From an optimization exercise on the open Yosys and OpenROAD flow, aimed at small area; shortcuts taken in it are not production practice. Only simulation tests tie the RTL to the original design; equivalence was not proved. No activity file was given, so power comes from the tool's default toggle rates.

==> design/flow/design.v <==
module at21_ctrl
(
   clkin,
   reset,
   write,
   shift_bytes,
   datain,
   addr,
   read,
   read_sn,
   busy,
   data_valid,
   dataout,
   sdo,
   sdo_en,
   sdi
);
   parameter CLOCK_FREQ = 20_000000;
   parameter DEVADDR    = 3'b000;
   parameter CLOCK_DIV  = CLOCK_FREQ/1000000;
   input          clkin;        
   input          reset;        
   input          write;        
   input          shift_bytes;  
   input  [7:0]   datain;       
   input  [6:0]   addr;         
   input          read;         
   input          read_sn;      
   output         busy;         
   output         data_valid;   
   output [7:0]   dataout;      
   output         sdo;          
   output         sdo_en;       
   input          sdi;          
   reg  [9:0]  clkdiv_cnt;
   always@(posedge clkin) begin
      if(reset) begin
         clkdiv_cnt <= 0;
      end
      else begin
         clkdiv_cnt <= clkdiv_cnt + 1'b1;
         if(clkdiv_cnt==CLOCK_DIV-1)
            clkdiv_cnt <= 0;
      end
   end
   wire                    fsm_en=(clkdiv_cnt==CLOCK_DIV-1);
   reg  [2:0]              fsm_st;
   reg  [14*3-1:0]  fsm_cmd;
   reg  [3:0]              fsm_cnt;
   reg  [7:0]              fsm_time;
   wire [2:0]              fsm_st_next = fsm_cmd[14*3-1:14*3-3];
   reg                     busy;
   always@(posedge clkin) begin
      if(reset) begin
         fsm_st <= 3'b000;
         fsm_cmd <= {3'b001,3'b001,   3'b001,  3'b001,  3'b001,   3'b001,  3'b001,  3'b001,  3'b001,  3'b001,  3'b001,  3'b001, 3'b001, 3'b001};
         fsm_cnt <= 0;
         fsm_time <= 0;
         busy <= 1'b0;
      end
      else begin
         if(fsm_en) begin
            case(fsm_st)
               3'b000: begin
                  fsm_time <= fsm_time + 1'b1;
                  if(fsm_time==96+8+24-1) begin
                     fsm_time <= 0;
                     fsm_cmd <= {fsm_cmd[14*3-4:0],3'b001};
                     fsm_st <= fsm_st_next;
                  end
                  if(fsm_time==96+8+4)
                     busy <= sdi;
               end
               3'b001: begin
                  if(fsm_st_next!=3'b001) begin
                     fsm_time <= fsm_time + 1'b1;
                     if(fsm_time==150-1) begin
                        fsm_time <= 0;
                        fsm_cmd <= {fsm_cmd[14*3-4:0],3'b001};
                        fsm_st <= fsm_st_next;
                     end
                     busy <= 1'b1;
                  end
                  else begin
                     fsm_time <= 0;
                     fsm_cmd <= {fsm_cmd[14*3-4:0],3'b001};
                     fsm_st <= fsm_st_next;
                     busy <= 1'b0;
                  end
               end
               3'b011: begin  
                  fsm_time <= fsm_time + 1'b1;
                  if(fsm_time==16-1) begin
                     fsm_time <= 0;
                     fsm_cnt <= fsm_cnt + 1'b1;
                     if(fsm_cnt==8+1-1) begin
                        fsm_cnt <= 0;
                        fsm_cmd <= {fsm_cmd[14*3-4:0],3'b001};
                        fsm_st <= fsm_st_next;
                     end
                  end
               end
               3'b010: begin  
                  fsm_time <= fsm_time + 1'b1;
                  if(fsm_time==16-1) begin
                     fsm_time <= 0;
                     fsm_cnt <= fsm_cnt + 1'b1;
                     if(fsm_cnt==8+1-1) begin
                        fsm_cnt <= 0;
                        fsm_cmd <= {fsm_cmd[14*3-4:0],3'b001};
                        fsm_st <= fsm_st_next;
                     end
                  end
               end
               3'b100: begin  
                  fsm_time <= fsm_time + 1'b1;
                  if(fsm_time==16-1) begin
                     fsm_time <= 0;
                     fsm_cnt <= fsm_cnt + 1'b1;
                     if(fsm_cnt==8+1-1) begin
                        fsm_cnt <= 0;
                        fsm_cmd <= {fsm_cmd[14*3-4:0],3'b001};
                        fsm_st <= fsm_st_next;
                     end
                  end
               end
               3'b101: begin  
                  fsm_time <= fsm_time + 1'b1;
                  if(fsm_time==16-1) begin
                     fsm_time <= 0;
                     fsm_cnt <= fsm_cnt + 1'b1;
                     if(fsm_cnt==8+1-1) begin
                        fsm_cnt <= 0;
                        fsm_cmd <= {fsm_cmd[14*3-4:0],3'b001};
                        fsm_st <= fsm_st_next;
                     end
                  end
               end 
               3'b110: begin  
                  fsm_time <= fsm_time + 1'b1;
                  if(fsm_time==16-1) begin
                     fsm_time <= 0;
                     fsm_cnt <= fsm_cnt + 1'b1;
                     if(fsm_cnt==8+1-1) begin
                        fsm_cnt <= 0;
                        fsm_cmd <= {fsm_cmd[14*3-4:0],3'b001};
                        fsm_st <= fsm_st_next;
                     end
                  end
               end
               3'b111: begin
                  fsm_time <= fsm_time + 1'b1;
                  if(fsm_time==2-1) begin
                     fsm_time <= 0;
                     fsm_cmd <= {fsm_cmd[14*3-4:0],3'b001};
                     fsm_st <= fsm_st_next;
                  end
               end
            endcase
         end
         if(fsm_st==3'b001) begin
            if(write)
               fsm_cmd <= {3'b001,3'b011,3'b100,3'b110,3'b110, 3'b110,3'b110,3'b110,3'b110,3'b110,3'b110,3'b111,  3'b001, 3'b001};
            else if(read)
               fsm_cmd <= {3'b001,3'b011,3'b100,3'b001,  3'b010,3'b101, 3'b101, 3'b101, 3'b101, 3'b101, 3'b101, 3'b101,3'b101,3'b111 };
            else if(read_sn)
               fsm_cmd <= {3'b001,3'b011,3'b100,3'b001,  3'b010,3'b101, 3'b101, 3'b101, 3'b101, 3'b101, 3'b101, 3'b101,3'b101,3'b111 };
         end
      end
   end
   reg  [7:0]               tx_devaddr;
   reg  [7:0]               tx_memaddr;
   reg  [8*8-1:0]  tx_dataout;
   reg  [7:0]               shift_byte;
   reg                      data_valid;
   reg  [7:0]               dataout;
   always@(posedge clkin) begin
      if(reset) begin
         tx_devaddr <= 0;
         tx_memaddr <= 0;
         tx_dataout <= 0;
         shift_byte <= 0;
         data_valid <= 1'b0;
         dataout <= 0;
      end
      else begin
         if(shift_bytes)
            tx_dataout <= {tx_dataout[8*8-9:0],datain};
         case(fsm_st)
            3'b000: begin
               tx_dataout <= 0;
               shift_byte <= 0;
            end
            3'b001: begin
               if(write | read) begin
                  tx_devaddr <= {4'b1010,DEVADDR,1'b0};
                  tx_memaddr <= {1'b0,addr};
               end
               else if(read_sn) begin
                  tx_devaddr <= {4'b1011,DEVADDR,1'b0};
                  tx_memaddr <= 0;
               end
            end
            3'b011: begin
               if(fsm_cnt==0&fsm_time==0)
                  shift_byte <= tx_devaddr|1'b0;
               if(fsm_en&fsm_time==16-1)
                  shift_byte <= {shift_byte[6:0],1'b0};
            end
            3'b010: begin
               if(fsm_cnt==0&fsm_time==0)
                  shift_byte <= tx_devaddr|1'b1;
               if(fsm_en&fsm_time==16-1)
                  shift_byte <= {shift_byte[6:0],1'b0};
            end
            3'b100: begin
               if(fsm_cnt==0&fsm_time==0)
                  shift_byte <= tx_memaddr;
               if(fsm_en&fsm_time==16-1)
                  shift_byte <= {shift_byte[6:0],1'b0};
            end
            3'b101: begin
               if(fsm_en&fsm_time==3-1)
                  shift_byte <= {shift_byte[6:0],sdi};
               data_valid <= 1'b0;
               if(fsm_en&fsm_time==16-1&fsm_cnt==8-1) begin
                  data_valid <= 1'b1;
                  dataout <= shift_byte;
               end
            end 
            3'b110: begin
               if(fsm_en&fsm_cnt==0&fsm_time==0) begin
                  shift_byte <= tx_dataout[8*8-1:8*8-8];
                  tx_dataout <= {tx_dataout[8*8-9:0],8'h00};
               end
               if(fsm_en&fsm_time==16-1)
                  shift_byte <= {shift_byte[6:0],1'b0};
            end
            3'b111: begin
               shift_byte <= 0;
            end
         endcase
      end
   end
   reg   sdo;
   reg   sdo_en;
   wire  sdo_next = shift_byte[7];
   always@* begin
      if(reset) begin
         sdo <= 1'b0;
         sdo_en <= 1'b0;
      end
      else begin
         case(fsm_st)
            3'b000: begin
               sdo <= 1'b0;    
               if(fsm_time<96)   
                  sdo_en <= 1'b1;
               else if(fsm_time<96+8)  
                  sdo_en <= 1'b0;
               else if(fsm_time<96+8+2)  
                  sdo_en <= 1'b1;
               else
                  sdo_en <= 1'b0;
            end
            3'b001: begin
               sdo <= 1'b0;
               sdo_en <= 1'b0;
            end
            3'b010: begin
               sdo <= 1'b0;
               sdo_en <= fsm_cnt<8 ? (sdo_next ? fsm_time<2 : fsm_time<8) : (fsm_time<2);
            end
            3'b011: begin
               sdo <= 1'b0;
               sdo_en <= fsm_cnt<8 ? (sdo_next ? fsm_time<2 : fsm_time<8) : (fsm_time<2);
            end
            3'b100: begin
               sdo <= 1'b0;
               sdo_en <= fsm_cnt<8 ? (sdo_next ? fsm_time<2 : fsm_time<8) : (fsm_time<2);
            end
            3'b101: begin
               sdo <= 1'b0;
               sdo_en <= fsm_cnt<8 ? (fsm_time<2) : (fsm_st_next==3'b111 ? fsm_time<2 : fsm_time<8);
            end 
            3'b110: begin
               sdo <= 1'b0;
               sdo_en <= fsm_cnt<8 ? (sdo_next ? fsm_time<2 : fsm_time<8) : (fsm_time<2);
            end
            3'b111: begin
               sdo <= 1'b0;
               sdo_en <= 1'b0;
            end
         endcase
      end
   end
endmodule
==> design/flow/run.sh <==
#!/bin/bash
# synth_recipe.tcl (not shown) runs the flow's synth.tcl, then flattens the netlist and writes it again
# the make line also repeats each setting of config.mk as NAME=value (left out here)
make -C /OpenROAD-flow-scripts/flow DESIGN_CONFIG=/design/flow/config.mk WORK_HOME=/design/flow/orfs CLKGATE_MAP_FILE= SYNTH_SCRIPT=/design/flow/synth_recipe.tcl finish
==> design/flow/config.mk <==
export PLATFORM = sky130hd
export DESIGN_NAME = at21_ctrl
export DESIGN_NICKNAME = at21_ctrl
export VERILOG_FILES = /design/flow/design.v
export SDC_FILE = /design/flow/constraint.sdc
export NUM_CORES = 4
export LEC_CHECK = 0
export CAP_MARGIN = 20
export CORE_MARGIN = 2
export CORE_UTILIZATION = 40
export SLEW_MARGIN = 20
==> design/flow/constraint.sdc <==
create_clock -name core_clock -period 10.0 [get_ports {clkin}]
set_input_delay 2.0000 -clock core_clock [delete_from_list [all_inputs] [get_ports {clkin}]]
set_output_delay 2.0000 -clock core_clock [all_outputs]
set_load 0.01 [all_outputs]
==> run summary <==
## routing by layer
layer	up-vias	global-route usage, %	wire [um]
li1	2988	-	-
met1	2763	27.0	8490
met2	154	27.4	7270
met3	17	4.40	861
met4	0	6.54	252
met5	-	0	0
## path summary, 6_finish.rpt
| check | cells past startpoint | start | endpoint | slack [ns] |
|---|---|---|---|---|
| max reg2reg | 5 | fsm_st[0]$_SDFFE_PP0P_ | fsm_cmd[8]$_SDFF_PP0_ | 6.87 |
| min reg2reg | 1 | fsm_cmd[0]$_SDFF_PP1_ | fsm_cmd[0]$_SDFF_PP1_ | 0.45 |
| min | 1 | fsm_cmd[0]$_SDFF_PP1_ | fsm_cmd[0]$_SDFF_PP1_ | 0.45 |
| max | 3 | reset | sdo_en | 4.99 |
## metrics by stage
step	std cells	instance area, um2	setup WS (ns)	util [%]	hold WS, ns
2_1_floorplan	820	7000	5.35	-	0.415
3_3_place_gp	1026	7400	5.00	42.9	0.427
3_5_place_dp	1026	7400	4.99	42.9	0.430
4_1_cts	1058	7970	4.99	46.2	0.451
5_1_grt	1058	7970	4.72	46.2	0.467
6_report	1059	7970	4.99	46.3	0.447
## critical path: stages
cell and delay (ns):
buf_2 0.19, a21oi_1 0.23, clkdlybuf4s50_1 0.58
## flip-flops by register name, summed over array words and instances, names as in the netlist
signal and flops:
tx_dataout 64, fsm_cmd 42, clkdiv_cnt 10, dataout 8
fsm_time 8, shift_byte 8, tx_memaddr 7, fsm_cnt 4
fsm_st 3, tx_devaddr 2, busy 1, data_valid 1
## cells by family (layout without fill, tap and decap cells)
kind of cell             after synthesis  in the layout  share of synthesized area, %
multiplexers                          31             31                          4.50
AND/OR/NAND/NOR                      326            326                          22.7
buffers and inverters                 79             92                          4.88
other                                  1              2                        0.0535
AO/OA/AOI/OAI                        211            211                          20.6
XOR/XNOR                               8              8                          1.00
flip-flops                           158            158                          45.2
adder cells (fa/ha/maj)                6              6                          1.07
## layout make-up
class                   instances  area (um2)  area share (%)
flip-flops and latches        158        3160            39.7
clock inverters                13         124            1.55
well taps                     225         282            3.53
repair buffers                 39         368            4.61
multi-input cells             583        3510            44.1
clock buffers                  19         443            5.55
diodes                          1        2.50          0.0314
inverters                      21        78.8           0.989
## synth_stat cells, types with 5 or more instances
cell / number
nand2_1: 107
inv_1: 21
nand3_1: 53
a21boi_0: 10
nor3_1: 29
a22oi_1: 19
a22o_1: 7
a32oi_1: 5
a211oi_1: 6
and3_1: 19
mux2i_1: 27
a21oi_1: 49
nand2b_1: 7
ha_1: 6
nor2_1: 65
a31oi_1: 10
buf_1: 5
xor2_1: 5
clkbuf_1: 36
o32ai_1: 13
o22ai_1: 35
nand4_1: 8
o21ai_0: 30
dfxtp_1: 158
buf_2: 12
## report_power, final
| group | leakage (nW) | switching, W | internal [W] | total (W) |
|---|---|---|---|---|
| Sequential | 1.27 | 0.00000191 | 0.000631 | 0.000633 |
| Clock | 0.265 | 0.000284 | 0.000334 | 0.000618 |
| Combinational | 1.29 | 0.0000197 | 0.0000125 | 0.0000323 |
==> flow_summary.json <==
{
  "dr.first_iter.drc_count": 537,
  "cp_max_fo": 11,
  "antenna_left": 0,
  "clock-sinks": 158,
  "cts_buffers": 17,
  "io_buffers": 32,
  "num_vias": 5922,
  "finalWeightedCongestion": 0.833,
  "setup_tns_ns": 0,
  "worst_slew_pin_slew_ns": 1.11,
  "postSynthNetCount": 848,
  "pin_count": 34,
  "layout.nets": 848,
  "syn-instance-count": 820,
  "cts_tree": "yes",
  "synth_area_per_cell_um2": 8.54,
  "synth.area.top_cells": "dfxtp_1 45%, nand2_1 5.7%, mux2i_1 3.9%",
  "gr-usage-all-layers_pct": 18.8,
  "status": "timing/DRC/antenna clean",
  "layout_common_cells": "158 x dfxtp_1, 107 x nand2_1, 64 x nor2_1",
  "grt_pass1_vias": 5393,
  "yosysTopAreaCell": "dfxtp_1",
  "critPathCaptureType": "primary output",
  "yosys.area.top_type_share_pct": 45.2,
  "irDropWorstVdd_v": 0.000117,
  "die_x_um": 136,
  "relSlewSlack_pct": 26.2,
  "fin_crit_ns": 5.01,
  "hold_violations": 0,
  "grt-ovfl-total": 0,
  "ys_types": 69,
  "synth-edff-count": 0,
  "setup_viol": 0,
  "yosys_register_bits": 158,
  "synth-main-ff-cell": "dfxtp_1",
  "power_density_nw_per_um2": 161,
  "post_cts_buffers": 0,
  "clk_pin_slew_ns": 0.06,
  "ys_async_sr_fraction_pct": 0,
  "ys_warn_count": 1,
  "dr.pass1.iters": 5,
  "fin_crit_sh_pct": 50.1,
  "hold_buffers": 0,
  "start_kind": "primary input",
  "drive_gt1_share_pct": 7.44,
  "synth_area_um2": 7000,
  "h-tree-depth": 4,
  "clkLatencyLatePin_ns": 0.43,
  "clock_path_buffers": 2,
  "arrival_ns": 3.01,
  "final_common_cell": "dfxtp_1",
  "die-area_um2": 18600,
  "hold_path.class": "reg2reg",
  "hpwlAfterDp_um": 10800,
  "initial_core_util_pct": 40.6,
  "cp.required_ns": 8.00,
  "synth_seq_area_share_pct": 45.2,
  "n_fill_cell": 1672,
  "cts_resized": 0,
  "antenna_found_initial": 1,
  "dieHeight_um": 136,
  "drc_errors": 0,
  "power.leakage_nw": 2.82,
  "critPathKind": "in2out",
  "grt_max_degree": 68,
  "maxCapViolations": 0,
  "vias_per_cell": 5.59,
  "slew_violations": 0,
  "clock_skew_ns": 0.00966,
  "clockRootBuffer": "clkbuf_16",
  "area_growth_pct": 13.8,
  "core-area_um2": 17200,
  "power_w": 0.00128,
  "fmax_mhz": 200,
  "routed_wl_um": 16900,
  "grt_pass1_wl_um": 27800,
  "routedWlPerCell_um": 15.9,
  "rsz0062_at_grt": "false",
  "rows": 48
}

## what the ideal ports hide
No port has a modelled driver above. Below, the same layout with a new extraction and two added sets of constraints.
Step 1 (the two cells are an assumption about what drives the block):
set clk [get_ports {clkin}]
set_driving_cell -lib_cell sky130_fd_sc_hd__clkbuf_16 $clk
set_driving_cell -lib_cell sky130_fd_sc_hd__buf_2 [delete_from_list [all_inputs] $clk]
Step 2, shift: input delay + t, output delay - t, t = (earliest + latest rising clock arrival at the registers) / 2. This alone moves slack from input paths to output paths.
Three values: no drivers, after step 1, after step 2; two values: the first two.
shift t [ns]: 0.468
slack for setup (ns): 4.989 / 4.967 / 4.968
hold slack, ns: 0.447 / 0.447 / 0.447
worst setup path after step 2: input to output
worst register clock-pin slew, ns: 0.07 / 0.07
After both steps this run still meets setup and hold. For this run, drivers alone change the setup slack by -0.022 ns; drivers and shift together by -0.021 ns.
